From an optimization exercise on the open Yosys and OpenROAD flow, aimed at small area; shortcuts taken in it are not production practice.
Only simulation tests tie the RTL to the original design; equivalence was not proved.

juniper:
// Interface_BH1750
module Interface_BH1750(clk,rst,scl,sda_i,sda_o,sda_oe,dvi,seg_led1,seg_led2,row,line,rgb_led1,rgb_led2);
	input 			clk;
	input 			rst;
	output 			scl;
	input 			sda_i;		 
	output 			sda_o;		 
	output 			sda_oe;		 
	output  		dvi;
	output	[15:0]	row;
	output	[7:0]	line;
	output	[8:0]	seg_led1;
	output	[8:0]	seg_led2;
	output	[2:0]	rgb_led1;
	output	[2:0]	rgb_led2;
	wire	tick_seq, tick_row, tick_temp;
	wire	[5:0]	reading;
	wire	[5:0]	number;
	assign dvi = 1'b1;
	clk_div u0 (.clk(clk), .rst(rst), .tick_seq(tick_seq), .tick_row(tick_row), .tick_temp(tick_temp));
	BH1750 u1 (.clk(clk), .rst(rst), .tick(tick_seq), .scl(scl), .sda_i(sda_i),
	           .sda_o(sda_o), .sda_oe(sda_oe), .data_out(reading));
	Data_Process u2 (.data_input(reading), .data_output(number));
	seg_led u4 (.number(number), .segment_led_1(seg_led1), .segment_led_2(seg_led2));
	led_scan u5 (.clk(clk), .rst(rst), .tick_row(tick_row), .tick_temp(tick_temp),
	             .number(number), .row(row), .line(line));
	rgb_led u6 (.clk(clk), .rst(rst), .pwm_duty(number), .led1(rgb_led1), .led2(rgb_led2));
endmodule
For scale: roughly 55 I/O pins, roughly 3200 um2 of cells after synthesis.
Settings: LEC_CHECK=0, CAP_MARGIN=20, CORE_MARGIN=2, CORE_UTILIZATION=50, SLEW_MARGIN=20; clock period 10.0 ns.
standard.sh (not shown) runs the stock make flow with config.mk's settings and CLKGATE_MAP_FILE= SYNTH_SCRIPT=/design/flow/synth_recipe.tcl, a recipe that flattens the netlist after the stock synthesis.
==> flow/flow/run.sh <==
#!/bin/bash
# Layout flow: the standard synthesis, then its combinational logic re-mapped
# by a stronger ABC script (registers untouched), then the standard ORFS steps
# with 1x port buffers and a clock tree of small buffers without dummy loads.
# Each tool's output goes to a log file of its own in this folder.
set -euo pipefail
R=$PWD/orfs/results/$FLOW_PLATFORM/Interface_BH1750/base
LIB=$FLOW_HOME/platforms/$FLOW_PLATFORM/lib/sky130_fd_sc_hd__tt_025C_1v80.lib

bash standard.sh synth > 1_synth_standard.log 2>&1
cp $R/1_2_yosys.v 1_2_yosys_standard.v

python3 flow/cellfuncs.py $LIB cellfuncs.v > cellfuncs.log 2>&1
# re-map; if ABC fails, try a plainer script, and keep the standard netlist
# if every script fails
cp 1_2_yosys_standard.v 1_2_yosys_reopt.v
k=0
for S in "+strash;&get -n;&deepsyn -J 200 -T 600;&put;dch -f;amap;topo" \
         "+strash;&get -n;&deepsyn -T 20;&put;dch -f;map -a;topo" \
         "+strash;dch -f;map -a;topo"; do
  k=$((k+1))
  if REOPT_IN=1_2_yosys_standard.v REOPT_OUT=1_2_yosys_try$k.v REOPT_LIB=$LIB \
     REOPT_FUNCS=cellfuncs.v REOPT_TOP=$FLOW_TOP REOPT_PREFIX=reopt${k}_ REOPT_SCRIPT="$S" \
     yosys -c flow/reopt.tcl > 1_reopt${k}_yosys.log 2>&1; then
    cp 1_2_yosys_try$k.v 1_2_yosys_reopt.v
    break
  fi
done
cp 1_2_yosys_reopt.v $R/1_2_yosys.v
touch $R/1_2_yosys.v

export BUFFER_PORTS_ARGS="-buffer_cell sky130_fd_sc_hd__buf_1"
export CTS_ARGS="-sink_clustering_enable -repair_clock_nets -dont_use_dummy_load -buf_list {sky130_fd_sc_hd__clkbuf_4} -root_buf sky130_fd_sc_hd__clkbuf_4 -sink_clustering_size 20"
bash standard.sh finish > 2_finish_standard.log 2>&1
Other scripts of this flow, unchanged in this note and not shown: flow/flow/cellfuncs.py, flow/flow/reopt.tcl
Setup changes, juniper to harbor
diff --git a/flow/config.mk b/flow/config.mk
--- a/flow/config.mk
+++ b/flow/config.mk
@@ -6,6 +6,6 @@
 export NUM_CORES = 4
 export LEC_CHECK = 0
-export CAP_MARGIN = 20
+export CAP_MARGIN = 0
 export CORE_MARGIN = 2
-export CORE_UTILIZATION = 50
-export SLEW_MARGIN = 20
+export CORE_UTILIZATION = 65
+export SLEW_MARGIN = 0
--- outcome ---
- Reported for juniper and harbor, layout sequential cell count turned out identical to the last digit.
- juniper has a higher width of the die than harbor.
- Sort juniper and harbor by growth of design area from synthesis to finish, ascending, and harbor comes first.
- Total track usage came out higher on harbor than on juniper.
- The sum of routed wire segments on met1 number comes out lower for harbor vs juniper.
- A source of the critical timing path of u1.hi_x[6] is what juniper shows, while u1.hi_x[4] belongs to harbor.
- juniper → harbor: effective utilization at floorplan picked up an extra 16 points, final core utilization picked up an extra 18 points, minimum clock period after layout lost 68 ps.

-- re-timing with driven ports --
Ports are ideal in the flow. The routed layouts listed here were re-timed in OpenROAD.
Step 1: set_driving_cell puts a clkbuf_16 on clk and a buf_2 on each other input, an assumption about the parent block.
Step 2 adds t to the input delays and takes it off the output delays; t is the mean of the earliest and latest rising clock arrival at the registers after step 1. Input paths then give back, and output paths get back, about the clock's delay inside the block.
Slacks: ideal / step 1 / step 2; pairs: ideal / step 1.
| run | t, ns | slack for setup (ns) | hold WS [ns] | worst register clock-pin slew, ns | cell pins on the clock port's net |
|---|---|---|---|---|---|
| juniper | 0.400 | 5.003 / 4.976 / 5.376 | 0.404 / 0.404 / 0.404 | 0.10 / 0.10 | 1 |
| harbor | 0.400 | 5.071 / 5.044 / 5.444 | 0.403 / 0.403 / 0.403 | 0.10 / 0.10 | 1 |
After both steps every run listed still meets setup and hold.
